This is an optimization exercise on Yosys and OpenROAD, whose aim is small area, not a production implementation.
Only simulation tests tie the RTL to the original design; equivalence was not proved.

run A:
Design nco, start of the top module:
module nco (
	input  wire        clk_i,
	input  wire        rst_n,
	input  wire [31:0] acc_i,
	output wire [15:0] cos_o,
	output wire [15:0] sin_o
);
Size: ~3,100 cells after synthesis, ~470 flip-flops, roughly 28,000 µm² of cells after synthesis.
Settings: LEC_CHECK=0, CAP_MARGIN=20, CORE_MARGIN=2, CORE_UTILIZATION=40, CTS_BUF_LIST=sky130_fd_sc_hd__clkbuf_8, CTS_CLUSTER_DIAMETER=60, CTS_CLUSTER_SIZE=16, SLEW_MARGIN=20; clock period 5.0 ns.
run.sh (not shown) runs the stock make flow with config.mk's settings and CLKGATE_MAP_FILE= SYNTH_SCRIPT=/design/flow/synth_recipe.tcl, a recipe that flattens the netlist after the stock synthesis.
Edits applied to the flow inputs when going from run A to run B:
- swapping sky130_fd_sc_hd__clkbuf_8 for sky130_fd_sc_hd__clkbuf_16 in CTS_BUF_LIST
- swapping 16 for 30 in CTS_CLUSTER_SIZE
- swapping 60 for 100 in CTS_CLUSTER_DIAMETER
- swapping 40 for 60 in CORE_UTILIZATION
## What came out
Run B did not stop at any stage, and its layout met the timing, design-rule and antenna checks. Run B vs run A, ratio of cells with drive above 1 in the final layout went up by 0.23 points. Wire length of the first global-routing pass | run B above run A. Taking run B over run A, the die area ratio works out to 0.67. Run B ended with more worst hold slack than run A.
#### Input delta (run C over run B)
- CORE_UTILIZATION now 40, was 60
- SLEW_MARGIN now 0, was 20
- CAP_MARGIN now 0, was 20
## What came out
- Compared with run B, in run C HPWL after detailed placement decreased about 6%, data arrival time of the critical path essentially unchanged, area growth from synthesis to layout increased 0.98 points.
### run C -> run D
- CAP_MARGIN changed from 0 to 20
- SLEW_MARGIN changed from 0 to 20
## What came out
As far as worst path buffer plus inverter count goes, run C and run D are indistinguishable; the numbers are identical. Diff run C..run D | sum of routed wire length over all layers | negligible. On final design instance area without fill, run C and run D are neck and neck.
Here is what was changed in the inputs of run E compared with run D.
- GPL_TIMING_DRIVEN: unset -> 0
- CORE_UTILIZATION: 40 -> 65
Results
Cmp run E vs run D: clock latency of the later-clocked register in the worst-skew pair lower in run E
In run E, the post-detailed-placement cell area came out 1100 µm² below the value in run D.
In run E the implementation ran to completion but is not tape-out ready, as the final checks report negative setup slack.
Clock-buffer cell count (lower): run E
Run E: cell count 352 below run D

========
nco, a different RTL version from the one above (not shown whole).
For scale: roughly 2800 cells after synthesis, ~66 I/O pins, roughly 0.026 mm^2 of cells after synthesis.
==> flow/design.v (excerpt) <==
module nco (
	input  wire        clk_i,
	input  wire        rst_n,
	input  wire [31:0] acc_i,
	output wire [15:0] cos_o,
	output wire [15:0] sin_o
);
==> flow/config.mk <==
export PLATFORM = sky130hd
export DESIGN_NAME = nco
export DESIGN_NICKNAME = nco
export VERILOG_FILES = /design/flow/design.v
export SDC_FILE = /design/flow/constraint.sdc
export NUM_CORES = 4
export LEC_CHECK = 0
export CAP_MARGIN = 20
export CORE_MARGIN = 2
export CORE_UTILIZATION = 40
export CTS_BUF_LIST = sky130_fd_sc_hd__clkbuf_16
export CTS_CLUSTER_DIAMETER = 100
export CTS_CLUSTER_SIZE = 30
export SLEW_MARGIN = 20
==> flow/constraint.sdc <==
create_clock -name core_clock -period 5.0 [get_ports {clk_i}]
set_input_delay 1.0000 -clock core_clock [delete_from_list [all_inputs] [get_ports {clk_i}]]
set_output_delay 1.0000 -clock core_clock [all_outputs]
set_load 0.01 [all_outputs]
standard.sh (not shown) runs the stock make flow with config.mk's settings and CLKGATE_MAP_FILE= SYNTH_SCRIPT=/design/flow/synth_recipe.tcl, a recipe that flattens the netlist after the stock synthesis.
==> flow/flow/run.sh <==
#!/bin/bash
# The standard ORFS layout (standard.sh) with two changes passed as make variables:
#  - ports are buffered with sky130_fd_sc_hd__buf_1 (every input and output still gets a buffer)
#  - CTS does not insert dummy load cells
#  - timing-driven global placement does not keep the resizer's buffers (GPL_KEEP_OVERFLOW=0)
# The full output of the run is kept in standard.log; ORFS keeps its per-step logs under orfs/logs.
set -o pipefail
bash standard.sh \
  "BUFFER_PORTS_ARGS=-buffer_cell sky130_fd_sc_hd__buf_1" \
  "CTS_ARGS=-sink_clustering_enable -repair_clock_nets -sink_clustering_size 30 -sink_clustering_max_diameter 100 -buf_list sky130_fd_sc_hd__clkbuf_16 -dont_use_dummy_load" \
  "GPL_KEEP_OVERFLOW=0" \
  finish > standard.log 2>&1
The baseline went through all stages and came out clean.
Change:
--- a/flow/flow/run.sh
+++ b/flow/flow/run.sh
@@ -5,0 +6 @@
+#  - the post-CTS and post-route timing repairs aim for 0.05 ns of setup slack
@@ -10 +11 @@
-  "CTS_ARGS=-sink_clustering_enable -repair_clock_nets -sink_clustering_size 30 -sink_clustering_max_diameter 100 -buf_list sky130_fd_sc_hd__clkbuf_16 -dont_use_dummy_load" \
+  "CTS_ARGS=-sink_clustering_enable -repair_clock_nets -sink_clustering_size 18 -sink_clustering_max_diameter 80 -buf_list sky130_fd_sc_hd__clkbuf_8 -dont_use_dummy_load" \
@@ -11,0 +13 @@
+  "SETUP_SLACK_MARGIN=0.05" \
What happened: The changed run completed and failed the layout checks on setup timing. Flip-flop and latch count stays the same. Worst setup slack is worse by 120 ps. Area after synthesis stays the same. Core utilization went up by 0.15 points. Global-route usage went up by 0.20 points.

========
Another version of the RTL of nco (not shown whole).
For scale: ~2900 cells after synthesis, about 27000 sq um of cells after synthesis.
==> flow/config.mk <==
export PLATFORM = sky130hd
export DESIGN_NAME = nco
export DESIGN_NICKNAME = nco
export VERILOG_FILES = /design/flow/design.v
export SDC_FILE = /design/flow/constraint.sdc
export NUM_CORES = 4
export LEC_CHECK = 0
export CAP_MARGIN = 20
export CORE_MARGIN = 2
export CORE_UTILIZATION = 40
export CTS_BUF_LIST = sky130_fd_sc_hd__clkbuf_16
export CTS_CLUSTER_DIAMETER = 100
export CTS_CLUSTER_SIZE = 30
export SLEW_MARGIN = 20
==> flow/constraint.sdc <==
create_clock -name core_clock -period 5.0 [get_ports {clk_i}]
set_input_delay 1.0000 -clock core_clock [delete_from_list [all_inputs] [get_ports {clk_i}]]
set_output_delay 1.0000 -clock core_clock [all_outputs]
set_load 0.01 [all_outputs]
run.sh (not shown) runs the stock make flow with config.mk's settings and CLKGATE_MAP_FILE= SYNTH_SCRIPT=/design/flow/synth_recipe.tcl, a recipe that flattens the netlist after the stock synthesis.
Stock flow here: none of the scripts above is used.
Then changed:
==> flow/flow/run.sh (new file) <==
#!/bin/bash
# The standard ORFS layout (standard.sh) with these changes passed as make variables:
#  - ports are buffered with sky130_fd_sc_hd__buf_1 (every input and output still gets a buffer)
#  - CTS does not insert dummy load cells
#  - timing-driven global placement does not keep the resizer's buffers (GPL_KEEP_OVERFLOW=0)
#  - the post-CTS and post-route timing repairs aim for 0.1 ns of setup slack
# The full output of the run is kept in standard.log; ORFS keeps its per-step logs under orfs/logs.
set -o pipefail
bash standard.sh \
  "BUFFER_PORTS_ARGS=-buffer_cell sky130_fd_sc_hd__buf_1" \
  "CTS_ARGS=-sink_clustering_enable -repair_clock_nets -sink_clustering_size 18 -sink_clustering_max_diameter 80 -buf_list sky130_fd_sc_hd__clkbuf_8 -dont_use_dummy_load" \
  "GPL_KEEP_OVERFLOW=0" \
  "SETUP_SLACK_MARGIN=0.1" \
  finish > standard.log 2>&1
==> flow/standard.sh (new file) <==
#!/bin/bash
# synth_recipe.tcl (not shown) runs the flow's synth.tcl, then flattens the netlist and writes it again
# the make line also repeats each setting of config.mk as NAME=value (left out here)
make -C /OpenROAD-flow-scripts/flow DESIGN_CONFIG=/design/flow/config.mk WORK_HOME=/design/flow/orfs CLKGATE_MAP_FILE= SYNTH_SCRIPT=/design/flow/synth_recipe.tcl "${@:-finish}"
removed: flow/run.sh
Routed wire length decreases by 9.9%. Clock skew increases by 18 ps. Design area decreases by 3.5%. Die area stays the same. Setup slack stays flat.
Then changed:
==> flow/flow/run.sh (replaced) <==
#!/bin/bash
# The standard ORFS layout (standard.sh) with two changes passed as make variables:
#  - ports are buffered with sky130_fd_sc_hd__buf_1 (every input and output still gets a buffer)
#  - CTS does not insert dummy load cells
#  - global placement is not timing-driven (timing is repaired by the later standard steps)
# The full output of the run is kept in standard.log; ORFS keeps its per-step logs under orfs/logs.
set -o pipefail
bash standard.sh \
  "BUFFER_PORTS_ARGS=-buffer_cell sky130_fd_sc_hd__buf_1" \
  "CTS_ARGS=-sink_clustering_enable -repair_clock_nets -sink_clustering_size 30 -sink_clustering_max_diameter 100 -buf_list sky130_fd_sc_hd__clkbuf_16 -dont_use_dummy_load" \
  "GPL_TIMING_DRIVEN=0" \
  finish > standard.log 2>&1
The changed run completed with no timing, DRC or antenna violations. Final area is about the same. Core utilization barely changes. Worst setup slack got worse by 34 ps.
Then changed:
--- a/flow/flow/run.sh
+++ b/flow/flow/run.sh
@@ -5 +4,0 @@
-#  - global placement is not timing-driven (timing is repaired by the later standard steps)
@@ -10,2 +9 @@
-  "CTS_ARGS=-sink_clustering_enable -repair_clock_nets -sink_clustering_size 30 -sink_clustering_max_diameter 100 -buf_list sky130_fd_sc_hd__clkbuf_16 -dont_use_dummy_load" \
-  "GPL_TIMING_DRIVEN=0" \
+  "CTS_ARGS=-sink_clustering_enable -repair_clock_nets -sink_clustering_size 30 -sink_clustering_max_diameter 150 -buf_list sky130_fd_sc_hd__clkbuf_16 -dont_use_dummy_load" \
After rerunning: The changed run completed without violations; global-route usage falls by 1.3 points; setup slack improves by 88 ps; area after synthesis does not change; clock skew falls by 32 ps; sequential cell count stays the same; routed wire length falls by 7.4%; worst hold slack improves by 110 ps.
Then changed:
==> flow/flow/run.sh (replaced) <==
#!/bin/bash
# Standard layout, unchanged; keeps its full output in standard.log
bash standard.sh > standard.log 2>&1
What happened: The changed run completed without violations; worst setup slack got worse by 55 ps; worst hold slack is better by 7.5 ps; wire length goes up by 10%; maximum frequency went down by 1.2%; die area does not change; area after synthesis does not change; via count goes up by 4.1%; register-to-register slack is worse by 60 ps.

========
nco with an RTL version that a note above also has.
Size: ~430 flip-flops, ~26000 um^2 of cells after synthesis.
clock: 5.0 ns
lec_check: 0
cap_margin: 20
core_margin: 2
core_utilization: 40
cts_buf_list: sky130_fd_sc_hd__clkbuf_16
cts_cluster_diameter: 100
cts_cluster_size: 30
slew_margin: 20
standard.sh (not shown) runs the stock make flow with config.mk's settings and CLKGATE_MAP_FILE= SYNTH_SCRIPT=/design/flow/synth_recipe.tcl, a recipe that flattens the netlist after the stock synthesis.
==> flow/flow/run.sh <==
#!/bin/bash
# The standard ORFS layout (standard.sh) with two changes passed as make variables:
#  - ports are buffered with sky130_fd_sc_hd__buf_1 (every input and output still gets a buffer)
#  - CTS does not insert dummy load cells
#  - timing-driven global placement does not keep the resizer's buffers (GPL_KEEP_OVERFLOW=0)
#  - the post-CTS and post-route timing repairs aim for 0.15 ns of setup slack
# The full output of the run is kept in standard.log; ORFS keeps its per-step logs under orfs/logs.
set -o pipefail
bash standard.sh \
  "BUFFER_PORTS_ARGS=-buffer_cell sky130_fd_sc_hd__buf_1" \
  "CTS_ARGS=-sink_clustering_enable -repair_clock_nets -sink_clustering_size 18 -sink_clustering_max_diameter 80 -buf_list sky130_fd_sc_hd__clkbuf_8 -dont_use_dummy_load" \
  "GPL_KEEP_OVERFLOW=0" \
  "SETUP_SLACK_MARGIN=0.15" \
  finish > standard.log 2>&1
Then changed:
==> flow/flow/run.sh (replaced) <==
#!/bin/bash
# The standard ORFS layout (standard.sh) with two changes passed as make variables:
#  - ports are buffered with sky130_fd_sc_hd__buf_1 (every input and output still gets a buffer)
#  - CTS does not insert dummy load cells
# The full output of the run is kept in standard.log; ORFS keeps its per-step logs under orfs/logs.
set -o pipefail
bash standard.sh \
  "BUFFER_PORTS_ARGS=-buffer_cell sky130_fd_sc_hd__buf_1" \
  "CTS_ARGS=-sink_clustering_enable -repair_clock_nets -sink_clustering_size 18 -sink_clustering_max_diameter 80 -buf_list sky130_fd_sc_hd__clkbuf_8 -dont_use_dummy_load" \
  finish > standard.log 2>&1
=> The new run completed with no timing, DRC or antenna violations. Final area hardly moves. Worst setup slack gains 0.042 ns. Wire length came out higher by 1.2%. Clock-buffer cell count came out higher by 1. Hold slack gains 0.097 ns. Cell count came out higher by 2.4%. Core utilization stays flat. Via count came out higher by 0.80%. Critical path depth came out lower by 4.
Then changed:
==> flow/flow/run.sh (replaced) <==
#!/bin/bash
# The standard ORFS layout (standard.sh) with these changes passed as make variables:
#  - ports are buffered with sky130_fd_sc_hd__buf_1 (every input and output still gets a buffer)
#  - CTS does not insert dummy load cells
#  - timing-driven global placement does not keep the resizer's buffers (GPL_KEEP_OVERFLOW=0)
#  - the post-CTS and post-route timing repairs aim for 0.05 ns of setup slack
# The full output of the run is kept in standard.log; ORFS keeps its per-step logs under orfs/logs.
set -o pipefail
bash standard.sh \
  "BUFFER_PORTS_ARGS=-buffer_cell sky130_fd_sc_hd__buf_1" \
  "CTS_ARGS=-sink_clustering_enable -repair_clock_nets -sink_clustering_size 30 -sink_clustering_max_diameter 100 -buf_list sky130_fd_sc_hd__clkbuf_16 -dont_use_dummy_load" \
  "GPL_KEEP_OVERFLOW=0" \
  "SETUP_SLACK_MARGIN=0.05" \
  finish > standard.log 2>&1
After rerunning: Clock-buffer cell count shrinks by 14. Utilization shrinks by 0.43 points. Synthesized area does not change. Synthesized cell count stays the same. Critical path depth grows by 3. Die area does not change.
Then changed:
==> flow/flow/run.sh (replaced) <==
#!/bin/bash
# The standard ORFS layout (standard.sh) with two changes passed as make variables:
#  - ports are buffered with sky130_fd_sc_hd__buf_1 (every input and output still gets a buffer)
#  - CTS does not insert dummy load cells
# The full output of the run is kept in standard.log; ORFS keeps its per-step logs under orfs/logs.
set -o pipefail
bash standard.sh \
  "BUFFER_PORTS_ARGS=-buffer_cell sky130_fd_sc_hd__buf_1" \
  "CTS_ARGS=-sink_clustering_enable -repair_clock_nets -sink_clustering_size 30 -sink_clustering_max_diameter 100 -buf_list sky130_fd_sc_hd__clkbuf_16 -dont_use_dummy_load" \
  finish > standard.log 2>&1
Synthesized cell count does not change.
Wire length goes up by a few percent.
Final area goes up slightly.
Utilization goes up by 0.60 points.
Via count goes up slightly.
Maximum frequency is about the same.
Synthesized area does not change.
Worst hold slack improved by 0.032 ns.

========
nco with an RTL version that a note above also has.
For scale: ~2900 cells after synthesis, about 440 flip-flops.
Settings: LEC_CHECK=0, CAP_MARGIN=20, CORE_MARGIN=2, CORE_UTILIZATION=40, CTS_BUF_LIST=sky130_fd_sc_hd__clkbuf_16, CTS_CLUSTER_DIAMETER=100, CTS_CLUSTER_SIZE=30, SLEW_MARGIN=20; clock period 5.0 ns.
==> flow/flow/run.sh <==
#!/bin/bash
# The standard ORFS layout (standard.sh) with these changes passed as make variables:
#  - ports are buffered with sky130_fd_sc_hd__buf_1 (every input and output still gets a buffer)
#  - CTS does not insert dummy load cells
#  - global placement is not routability-driven
# The full output of the run is kept in standard.log; ORFS keeps its per-step logs under orfs/logs.
set -o pipefail
bash standard.sh \
  "BUFFER_PORTS_ARGS=-buffer_cell sky130_fd_sc_hd__buf_1" \
  "CTS_ARGS=-sink_clustering_enable -repair_clock_nets -sink_clustering_size 18 -sink_clustering_max_diameter 80 -buf_list sky130_fd_sc_hd__clkbuf_8 -dont_use_dummy_load" \
  "GPL_ROUTABILITY_DRIVEN=0" \
  finish > standard.log 2>&1
==> next run, changes <==
==> flow/flow/run.sh (replaced) <==
#!/bin/bash
# The standard ORFS layout (standard.sh) with two changes passed as make variables:
#  - ports are buffered with sky130_fd_sc_hd__buf_1 (every input and output still gets a buffer)
#  - CTS does not insert dummy load cells
# The full output of the run is kept in standard.log; ORFS keeps its per-step logs under orfs/logs.
set -o pipefail
bash standard.sh \
  "BUFFER_PORTS_ARGS=-buffer_cell sky130_fd_sc_hd__buf_1" \
  "CTS_ARGS=-sink_clustering_enable -repair_clock_nets -sink_clustering_size 30 -sink_clustering_max_diameter 100 -buf_list sky130_fd_sc_hd__clkbuf_16 -dont_use_dummy_load" \
  finish > standard.log 2>&1
Effect: Critical path depth shrinks by 2; die area stays the same; utilization grows by 0.24 points; worst setup slack gets better by 0.13 ns.
==> next run, changes <==
==> flow/run.sh (new file) <==
#!/bin/bash
# synth_recipe.tcl (not shown) runs the flow's synth.tcl, then flattens the netlist and writes it again
# the make line also repeats each setting of config.mk as NAME=value (left out here)
make -C /OpenROAD-flow-scripts/flow DESIGN_CONFIG=/design/flow/config.mk WORK_HOME=/design/flow/orfs CLKGATE_MAP_FILE= SYNTH_SCRIPT=/design/flow/synth_recipe.tcl finish
Settings changed: CTS_CLUSTER_DIAMETER 100 to 150.
removed: flow/flow/run.sh
removed: flow/standard.sh
Outcome: Flip-flop and latch count is unchanged; worst setup slack gets worse by 0.089 ns; hold slack improves by 0.042 ns; global-route usage went up by 1.7 points.

## afterwards: timing with drivers on the ports
How much do the figures lean on ideal ports? The routed layouts below were timed once more, with nothing changed but the port constraints.
Step 1 assumes that a clkbuf_16 drives the clock port and a buf_2 every other input.
Step 2, shift: input delay + t, output delay - t, t = (earliest + latest rising clock arrival at the registers) / 2. This alone moves slack from input paths to output paths.
Three values: ideal ports, drivers, drivers and shift; two values: the first two.
| run | shift t [ns] | setup slack, ns | hold slack, ns | worst setup path at the end | clock arrival spread, ns |
|---|---|---|---|---|---|
| run A | 0.682 | 0.308 / 0.308 / 0.308 | 0.312 / 0.312 / 0.312 | register to register | 0.047 / 0.047 |
| run B | 0.625 | 0.287 / 0.287 / 0.287 | 0.323 / 0.312 / 0.323 | register to register | 0.019 / 0.019 |
| run C | 0.648 | 0.246 / 0.246 / 0.246 | 0.296 / 0.296 / 0.296 | register to register | 0.036 / 0.036 |
| run D | 0.648 | 0.248 / 0.248 / 0.248 | 0.295 / 0.295 / 0.295 | register to register | 0.036 / 0.036 |
| run E | 0.623 | 0.000 / 0.000 / 0.000 | 0.320 / 0.320 / 0.320 | register to register | 0.023 / 0.023 |
| the first run of note 2 | 0.607 | 0.081 / 0.081 / 0.081 | 0.266 / 0.228 / 0.301 | register to register | 0.035 / 0.036 |
| the second run of note 2 | 0.641 | -0.037 / -0.037 / -0.037 | 0.230 / 0.191 / 0.307 | register to register | 0.084 / 0.084 |
| the first run of note 3 | 0.648 | 0.236 / 0.236 / 0.236 | 0.318 / 0.318 / 0.318 | register to register | 0.046 / 0.046 |
| the second run of note 3 | 0.660 | 0.238 / 0.238 / 0.238 | 0.189 / 0.151 / 0.310 | register to register | 0.062 / 0.062 |
| the third run of note 3 | 0.614 | 0.204 / 0.204 / 0.204 | 0.199 / 0.155 / 0.241 | register to register | 0.112 / 0.112 |
| the fourth run of note 3 | 0.606 | 0.291 / 0.291 / 0.291 | 0.310 / 0.310 / 0.310 | register to register | 0.074 / 0.074 |
| the fifth run of note 3 | 0.648 | 0.236 / 0.236 / 0.236 | 0.318 / 0.318 / 0.318 | register to register | 0.046 / 0.046 |
| the first run of note 4 | 0.634 | 0.158 / 0.158 / 0.158 | 0.205 / 0.171 / 0.269 | register to register | 0.058 / 0.058 |
| the second run of note 4 | 0.643 | 0.200 / 0.200 / 0.200 | 0.302 / 0.302 / 0.302 | register to register | 0.072 / 0.073 |
| the third run of note 4 | 0.605 | 0.189 / 0.189 / 0.189 | 0.254 / 0.211 / 0.294 | register to register | 0.066 / 0.066 |
| the fourth run of note 4 | 0.613 | 0.189 / 0.189 / 0.189 | 0.286 / 0.286 / 0.286 | register to register | 0.076 / 0.077 |
| the first run of note 5 | 0.660 | 0.217 / 0.217 / 0.217 | 0.308 / 0.308 / 0.308 | register to register | 0.139 / 0.138 |
| the second run of note 5 | 0.619 | 0.343 / 0.343 / 0.343 | 0.275 / 0.275 / 0.275 | register to register | 0.059 / 0.060 |
| the third run of note 5 | 0.629 | 0.254 / 0.254 / 0.254 | 0.317 / 0.317 / 0.317 | register to register | 0.057 / 0.058 |
